Background: an optimization exercise with open tools, aiming at a short achievable clock period and few clock cycles per item. Do not read the settings as production practice.
At most, simulation tests tie the RTL to the original design; equivalence was not proved.
Power and IR drop assume default switching activity.

==> branch amber <==
Design CPU, start of the top module:
module CPU (clk, reset, in, out, N, V, Z, w, mem_cmd, mem_addr, reg_out);
clock: 7.0 ns
lec_check: 0
abc_clock_period_in_ps: 2500
cap_margin: 20
core_margin: 2
core_utilization: 40
setup_slack_margin: 4.5
slew_margin: 20
tns_end_percent: 100
run.sh (not shown) runs the stock make flow with config.mk's settings and CLKGATE_MAP_FILE= SYNTH_SCRIPT=/design/flow/synth_recipe.tcl, a recipe that flattens the netlist after the stock synthesis.
==> inputs of branch onyx, as changes to branch amber <==
==> flow/config.mk (replaced) <==
export PLATFORM = sky130hd
export DESIGN_NAME = CPU
export DESIGN_NICKNAME = CPU
export VERILOG_FILES = /design/flow/design.v
export SDC_FILE = /design/flow/constraint.sdc
export NUM_CORES = 4
export LEC_CHECK = 0
export ABC_CLOCK_PERIOD_IN_PS = 3000
export CAP_MARGIN = 20
export CORE_MARGIN = 2
export CORE_UTILIZATION = 40
export SETUP_SLACK_MARGIN = 4.0
export SLEW_MARGIN = 20
export TNS_END_PERCENT = 100
==> comparison table <==
Status: branch onyx no timing/DRC/antenna violations; branch amber no timing/DRC/antenna violations
Met2 wire length: branch onyx 31580 um; branch amber 33210 um
Number of global-route vias before repair: branch onyx 15300; branch amber 16500
Metal-1 WL: branch onyx 28170 um; branch amber 29160 um
GRT met2 Usage: branch onyx 42.55%; branch amber 45.19%
Gp weighted congestion: branch onyx 0.9018; branch amber 0.8993
Average wire length per cell after detail routing: branch onyx 25.09 um; branch amber 25.49 um
Worst Hold Slack: branch onyx 0.4429 ns; branch amber 0.4531 ns
Maximum fanout count along the critical path: branch onyx 3; branch amber 6
Cell total after placement: branch onyx 2450; branch amber 2442
Net switching power figure: branch onyx 1663 uW; branch amber 1745 uW
Slack of the worst reg-to-reg path: branch onyx 2.38 ns; branch amber 2.60 ns
Share of total power in sequential cells: branch onyx 37.2%; branch amber 36.6%
Data arrival time of the critical path: branch onyx 5.09 ns; branch amber 4.88 ns
Design Power: branch onyx 5152 uW; branch amber 5231 uW
Area growth from synthesis to layout: branch onyx 36.46%; branch amber 42.59%
Sequential power: branch onyx 1920 uW; branch amber 1910 uW
Pin slew with the least headroom to its limit: branch onyx 1.117 ns; branch amber 1.148 ns
Testbench counts of branch amber, summed over its fixed seeds: cycles 9,396, instrs 6,884.
Testbench counts of branch onyx, summed over its fixed seeds: cycles 9,396, instrs 6,884.

* * *

==> inputs of run a <==
Another version of the RTL of CPU (not shown whole).
make LEC_CHECK=0 ABC_CLOCK_PERIOD_IN_PS=2000 CAP_MARGIN=20 CORE_MARGIN=2 CORE_UTILIZATION=40 SETUP_SLACK_MARGIN=3.8 SLEW_MARGIN=20 TNS_END_PERCENT=100 finish   # period 7.0 ns
==> run b (differences from run a) <==
--- a/flow/design.v
+++ b/flow/design.v
@@ -5,13 +5,15 @@
 	output logic N, V, Z, w;
 	output logic [1:0] mem_cmd;
 	output logic [8:0] mem_addr;
 	output logic [127:0] reg_out;
 	logic [15:0] R [0:7];
 	logic halted;
-	logic [8:0] MA;         
+	logic [8:0] MAS, MAT, MAO;
+	logic       SEL_S, SEL_T;
+	wire  [8:0] MA = SEL_S ? MAS : SEL_T ? MAT : MAO;
 	logic       MST;        
 	logic       FT;         
 	logic       W;
 	logic [8:0] fa;         
 	logic [8:0] ia;         
 	logic       inv;        
@@ -59,45 +61,35 @@
 			3'b010: cond_true = ~z;
 			3'b011: cond_true = lt;
 			3'b100: cond_true = lt | z;
 			default: cond_true = 1'b0;
 		endcase
 	endfunction
-	function automatic [8:0] add_im5(input [8:0] r, input [4:0] im);
-		logic [5:0] lo;
-		logic [3:0] hi;
-		lo = {1'b0, r[4:0]} + {1'b0, im};
-		if (lo[5] == im[4])  hi = r[8:5];
-		else if (lo[5])      hi = r[8:5] + 4'd1;
-		else                 hi = r[8:5] - 4'd1;
-		add_im5 = {hi, lo[4:0]};
-	endfunction
 	wire [2:0] e_opc = IR[15:13];
 	wire [1:0] e_op  = IR[12:11];
 	wire e_movi = (e_opc == 3'b110) & (e_op == 2'b10);
 	wire e_movr = (e_opc == 3'b110) & (e_op != 2'b10);
 	wire e_bl   = (e_opc == 3'b010) & e_op[0];
 	wire [15:0] diff = A - B;
 	logic [15:0] sum;
 	ks_add #(16) u_sum (.a(A), .b(B), .cin(1'b0), .s(sum), .cout());
-	logic [15:0] dif2;
-	ks_add #(16) u_lt (.a(A), .b(~B), .cin(1'b1), .s(dif2), .cout());
+	logic c_z, c_lt;
+	cmp16 u_cmp (.a(A), .b(B), .eq(c_z), .lt(c_lt));
 	logic [15:0] e_wd;
 	always_comb begin
 		if (e_movi)              e_wd = {{8{IR[7]}}, IR[7:0]};
 		else if (e_bl)           e_wd = {8'b0, PP};
 		else if (e_movr)         e_wd = B;
 		else if (e_op == 2'b10)  e_wd = A & B;
 		else if (e_op == 2'b11)  e_wd = ~B;
 		else                     e_wd = sum;
 	end
-	wire c_z  = (A == B);
-	wire c_lt = dif2[15] ^ ((A[15] ^ B[15]) & (dif2[15] ^ A[15]));
 	wire f_z  = E_CMP ? c_z  : Z;
 	wire f_lt = E_CMP ? c_lt : (N ^ V);
-	wire [8:0] e_saddr = add_im5(A[8:0], IR[4:0]);
+	logic [8:0] e_saddr;
+	add_im5 u_es (.r(A[8:0]), .im(IR[4:0]), .s(e_saddr));
 	wire       sbv_n   = E_STR | (SBV & ~MST);
 	wire [8:0] sba_n   = E_STR ? e_saddr : SBA;
 	wire [15:0] ldd = LDF ? SBD : in;
 	wire halted_n = halted | E_HALT;
 	wire squash   = MST | E_REDIR;
 	wire hold     = ldwb | STL;
@@ -123,20 +115,27 @@
 	wire d_alu  = (d_opc == 3'b101);
 	wire d_cmp  = d_alu & (d_op == 2'b01);
 	wire d_tk   = ((d_opc == 3'b001) & cond_true(d_rn, f_lt, f_z)) | d_bl;
 	wire [15:0] d_a  = rd_fwd(d_rn);
 	wire [15:0] d_b  = shf(rd_fwd(d_rm), d_sh);
 	wire [15:0] d_sd = shf(rd_fwd(d_rd), d_sh);
-	logic [8:0] d_sk [0:7];
+	logic [8:0] d_sk [0:8];
 	generate
-		for (gi = 0; gi < 8; gi = gi + 1) begin : g_sk
-			assign d_sk[gi] = add_im5(R[gi][8:0], in[4:0]);
+		for (gi = 0; gi < 9; gi = gi + 1) begin : g_sk
+			wire [8:0] base = (gi == 8) ? E_FV : R[gi % 8][8:0];
+			add_im5 u_sk (.r(base), .im(in[4:0]), .s(d_sk[gi]));
 		end
 	endgenerate
-	wire [8:0] d_sf = add_im5(E_FV, in[4:0]);
-	wire [8:0]  d_saddr = (E_WE && E_WA == d_rn) ? d_sf : d_sk[d_rn];
+	wire [8:0] d_sf = d_sk[8];
+	wire d_fwn = E_WE & (E_WA == d_rn);
+	logic [8:0] d_saddr;
+	always_comb begin
+		d_saddr = {9{d_fwn}} & d_sf;
+		for (int k = 0; k < 8; k = k + 1)
+			d_saddr = d_saddr | ({9{~d_fwn & (d_rn == k)}} & d_sk[k]);
+	end
 	wire [8:0]  d_bxt   = rd_fast(d_rd);
 	wire [7:0]  d_pp  = ia[7:0] + 8'd1;
 	logic [8:0] d_tgt;
 	ks_add #(9) u_tgt (.a({1'b0, d_pp}), .b({in[7], in[7:0]}), .cin(1'b0), .s(d_tgt), .cout());
 	wire d_dep = E_WSLOW & ((d_ldr & (E_WA == d_rn)) | (d_bx & (E_WA == d_rd)));
 	wire [2:0] h_rn = IR[10:8];
@@ -154,16 +153,18 @@
 	wire h_halt = (e_opc == 3'b111);
 	wire h_cmp  = (e_opc == 3'b101) & (e_op == 2'b01);
 	wire h_wslow = e_movr | ((e_opc == 3'b101) & (e_op != 2'b01));
 	wire h_we   = h_wslow | e_movi | e_bl;
 	wire [2:0] h_wa = (e_movi | e_bl) ? h_rn : h_rd;
 	wire [8:0] h_fv = e_bl ? {1'b0, PP} : {IR[7], IR[7:0]};
-	wire [8:0] h_saddr = add_im5(h_a[8:0], IR[4:0]);
-	wire x_exec_h = hold & IRv & ~halted;
+	wire ld_dep = ldwb & ((h_ldr & p_a) | (h_bx & p_sd));
+	logic [8:0] a_saddr;
+	add_im5 u_hs (.r(A[8:0]), .im(IR[4:0]), .s(a_saddr));
+	wire x_exec_h = hold & IRv & ~halted & ~ld_dep;
 	wire sel_d    = ~hold & inv & ~squash & ~E_LDR & ~halted_n & ~d_dep;
-	wire x_stl    = ~hold & inv & ~squash & ~E_LDR & ~halted_n & d_dep;
+	wire x_stl    = (~hold & inv & ~squash & ~E_LDR & ~halted_n & d_dep) | (hold & IRv & ~halted & ld_dep);
 	wire x_exec   = x_exec_h | sel_d;
 	logic        x_ldr, x_str, x_redir, x_halt, x_cmp, x_we, x_wslow;
 	logic [2:0]  x_wa;
 	logic [8:0]  x_fv, x_raddr;
 	always_comb begin
 		if (hold) begin
@@ -173,13 +174,13 @@
 			x_halt  = h_halt;
 			x_cmp   = h_cmp;
 			x_we    = h_we;
 			x_wslow = h_wslow;
 			x_wa    = h_wa;
 			x_fv    = h_fv;
-			x_raddr = TK ? TGT : h_sd[8:0];
+			x_raddr = TK ? TGT : SD[8:0];
 		end else begin
 			x_ldr   = d_ldr;
 			x_str   = d_str;
 			x_redir = d_tk | d_bx;
 			x_halt  = d_halt;
 			x_cmp   = d_cmp;
@@ -189,38 +190,40 @@
 			x_fv    = d_bl ? {1'b0, d_pp} : {in[7], in[7:0]};
 			x_raddr = d_tk ? d_tgt : d_bxt;
 		end
 	end
 	wire x_drain = x_exec & sbv_n & (x_str | x_redir | x_halt);
 	wire d_drain = sel_d & sbv_n & (d_str | d_tk | d_bx | d_halt);
-	logic [8:0] ma_early, ma_n, fa_n;
+	logic [8:0] ma_early, mao_n, fa_n;
+	wire sel_s_n = (sel_d & d_ldr) | (x_exec_h & h_ldr);
+	wire sel_t_n = sel_d & d_tk & ~d_drain;
+	wire [8:0] mas_n = hold ? (STL ? a_saddr : MAS) : d_saddr;
 	always_comb begin
 		if (E_LDR)                             ma_early = fa;
 		else if (MST & E_REDIR)                ma_early = RT;
 		else if (MST)                          ma_early = inv ? ia : fa;
 		else if (E_REDIR)                      ma_early = MA + 9'd1;
-		else if (x_exec_h & h_ldr)             ma_early = h_saddr;
 		else if (x_exec_h & SBV & (h_str | TK | h_bx | h_halt)) ma_early = SBA;
 		else if (x_exec_h & TK)                ma_early = TGT;
-		else if (x_exec_h & h_bx)              ma_early = h_sd[8:0];
+		else if (x_exec_h & h_bx)              ma_early = SD[8:0];
 		else if (x_stl)                        ma_early = MA;
 		else                                   ma_early = fa;
-		if (sel_d & d_ldr)                     ma_n = d_saddr;
-		else if (d_drain)                      ma_n = sba_n;
-		else if (sel_d & d_tk)                 ma_n = d_tgt;
-		else if (sel_d & d_bx)                 ma_n = d_bxt;
-		else                                   ma_n = ma_early;
+		if (d_drain)                           mao_n = sba_n;
+		else if (sel_d & d_bx)                 mao_n = d_bxt;
+		else                                   mao_n = ma_early;
 		if (MST & E_REDIR)                     fa_n = RT + 9'd1;
 		else if (E_REDIR)                      fa_n = MA + 9'd2;
 		else if ((MST & inv) | x_stl | (x_exec & (x_ldr | x_drain | x_redir)))
 		                                       fa_n = fa;
 		else                                   fa_n = fa + 9'd1;
 	end
 	always_ff @(posedge clk) begin
 		if (reset) begin
-			MA      <= 9'd0;
+			MAO     <= 9'd0;
+			SEL_S   <= 1'b0;
+			SEL_T   <= 1'b0;
 			MST     <= 1'b0;
 			FT      <= 1'b1;
 			fa      <= 9'd1;
 			inv     <= 1'b0;
 			IRv     <= 1'b0;
 			ldwb    <= 1'b0;
@@ -249,13 +252,15 @@
 			E_REDIR <= x_exec & x_redir;
 			E_CMP   <= x_exec & x_cmp;
 			E_HALT  <= x_exec & x_halt;
 			E_WE    <= x_exec & x_we;
 			E_WSLOW <= x_exec & x_wslow;
 			if (!hold) IRv <= inv & ~squash;
-			MA <= ma_n;
+			MAO <= mao_n;
+			SEL_S <= sel_s_n;
+			SEL_T <= sel_t_n;
 			fa <= fa_n;
 			FT <= ~(x_exec & (x_ldr | x_drain));
 		end
 	end
 	always_ff @(posedge clk) begin
 		if (E_WE) R[E_WA] <= e_wd;
@@ -270,12 +275,14 @@
 			SBD <= SD;
 		end
 		LDF <= SBV & (SBA == MA);
 		E_WA <= x_wa;
 		E_FV <= x_fv;
 		RT <= x_raddr;
+		MAS <= mas_n;
+		MAT <= d_tgt;
 		if (E_LDR) ld_rd <= IR[7:5];
 		if (hold) begin
 			A <= h_a; B <= h_b; SD <= h_sd;
 		end else begin
 			IR <= in;
 			A <= d_a; B <= d_b; SD <= d_sd;
@@ -286,13 +293,18 @@
 module ks_add #(parameter W = 16) (
 	input  [W-1:0] a, b,
 	input          cin,
 	output [W-1:0] s,
 	output         cout
 );
-	localparam L = $clog2(W) + 1;
+	function automatic integer lg(input integer n);
+		lg = 0;
+		for (int i = 0; i < 16; i = i + 1)
+			if ((1 << i) < n) lg = i + 1;
+	endfunction
+	localparam L = lg(W) + 1;
 	logic [W-1:0] g [0:L];
 	logic [W-1:0] p [0:L];
 	wire  [W-1:0] p0 = a ^ b;
 	genvar i, k;
 	generate
 		for (i = 0; i < W; i = i + 1) begin : g_init
@@ -320,6 +332,47 @@
 		for (i = 1; i < W; i = i + 1) begin : g_sum
 			assign s[i] = p0[i] ^ g[L][i-1];
 		end
 	endgenerate
 	assign cout = g[L][W-1];
 endmodule
+module add_im5 (
+	input  [8:0] r,
+	input  [4:0] im,
+	output [8:0] s
+);
+	wire [4:0] lo;
+	wire       c5;
+	ks_add #(5) u_lo (.a(r[4:0]), .b(im), .cin(1'b0), .s(lo), .cout(c5));
+	wire [3:0] h = r[8:5];
+	wire [3:0] hp = {h[3] ^ (&h[2:0]), h[2] ^ (&h[1:0]), h[1] ^ h[0], ~h[0]};
+	wire [3:0] hm = {h[3] ^ ~(|h[2:0]), h[2] ^ ~(|h[1:0]), h[1] ^ ~h[0], ~h[0]};
+	wire up = c5 & ~im[4];
+	wire dn = ~c5 & im[4];
+	assign s = {({4{up}} & hp) | ({4{dn}} & hm) | ({4{~up & ~dn}} & h), lo};
+endmodule
+module cmp16 (
+	input  [15:0] a, b,
+	output        eq, lt
+);
+	logic [15:0] l [0:4];
+	logic [15:0] e [0:4];
+	genvar i, k;
+	generate
+		for (i = 0; i < 16; i = i + 1) begin : g_leaf
+			if (i == 15) begin : g_sign
+				assign l[0][i] = a[i] & ~b[i];
+			end else begin : g_mag
+				assign l[0][i] = ~a[i] & b[i];
+			end
+			assign e[0][i] = ~(a[i] ^ b[i]);
+		end
+		for (k = 0; k < 4; k = k + 1) begin : g_lvl
+			for (i = 0; i < (16 >> (k + 1)); i = i + 1) begin : g_node
+				assign l[k+1][i] = l[k][2*i+1] | (e[k][2*i+1] & l[k][2*i]);
+				assign e[k+1][i] = e[k][2*i+1] & e[k][2*i];
+			end
+		end
+	endgenerate
+	assign eq = e[4][0];
+	assign lt = l[4][0];
+endmodule
==> impl_metrics.yaml <==
final_layout:
  n_fill_cell: 5669
  n_clock_buffer: 48
setup_path:
  critPathLaunch: "in[3]"
run_status:
  outcome: "finished clean"
route:
  drt-met1-wl_mm: 46.2
  top_layer_used: "met4"
  wirelength_mm: 123
power_and_ir_drop:
  power_leakage_nw: 12.3
synth:
  ys_types: 108
  syn-num-nets: 2902
clocking:
  clock_latency_ns: 0.60
The numbers above come from run a.

==> impl_metrics.yaml <==
run_status:
  outcome: "finished clean"
min_path:
  whs_endpoint: "SBD[12]"
route:
  wirelength_mm: 119
  top_layer_used: "met5"
  drt-met1-wl_mm: 45.0
synth:
  syn-num-nets: 2955
  synth_warnings: 14
  ys_types: 94
setup_path:
  critPathLaunch: "in[1]"
final_layout:
  n_clock_buffer: 51
  final_cell_mix: "edfxtp_1, nand2_1, buf_4, nor2_1, a21oi_1"
  final_cell_area_sq_mm: 0.0340
  n_fill_cell: 5618
power_and_ir_drop:
  seq_power_share_pct: 37.7
  clk-power_mw: 2.08
placed_design:
  io_buffers: 176
  place_inst: 3646
clocking:
  h-tree-depth: 2
The numbers above come from run b.

Testbench counts of run b, summed over its fixed seeds: cycles 9,102, instrs 6,884.
The RTL of run a was laid out without a check of its function.

[afterwards: timing with drivers on the ports]
No port has a modelled driver above. Below, the same layouts with a new extraction and two added sets of constraints. Step 1 sets driving cells, clkbuf_16 on the clock port and buf_2 on the other inputs (assumed; they add their load-dependent delay and slew). Step 2 also shifts input and output timing later by t, the mid clock arrival at the registers, as if the neighbouring blocks saw the same clock. Three values: ideal ports, drivers, drivers and shift; two values: the first two.
run	t, ns	slack for setup (ns)	worst hold slack (ns)	worst setup path after step 2	latest minus earliest clock arrival (ns)
branch amber	0.608	2.601 / 2.601 / 2.134	0.453 / 0.453 / 0.453	input to register	0.028 / 0.028
branch onyx	0.645	2.376 / 2.376 / 1.825	0.443 / 0.443 / 0.443	input to register	0.026 / 0.026
run a	0.643	2.772 / 2.743 / 2.100	0.418 / 0.418 / 0.418	input to register	0.041 / 0.041
run b	0.632	3.352 / 3.191 / 2.559	0.413 / 0.413 / 0.413	input to register	0.030 / 0.030
After both steps setup and hold are still met in every run listed. The setup slack of run b, which loses most, moves by -0.161 ns with the drivers and by -0.793 ns with both steps.
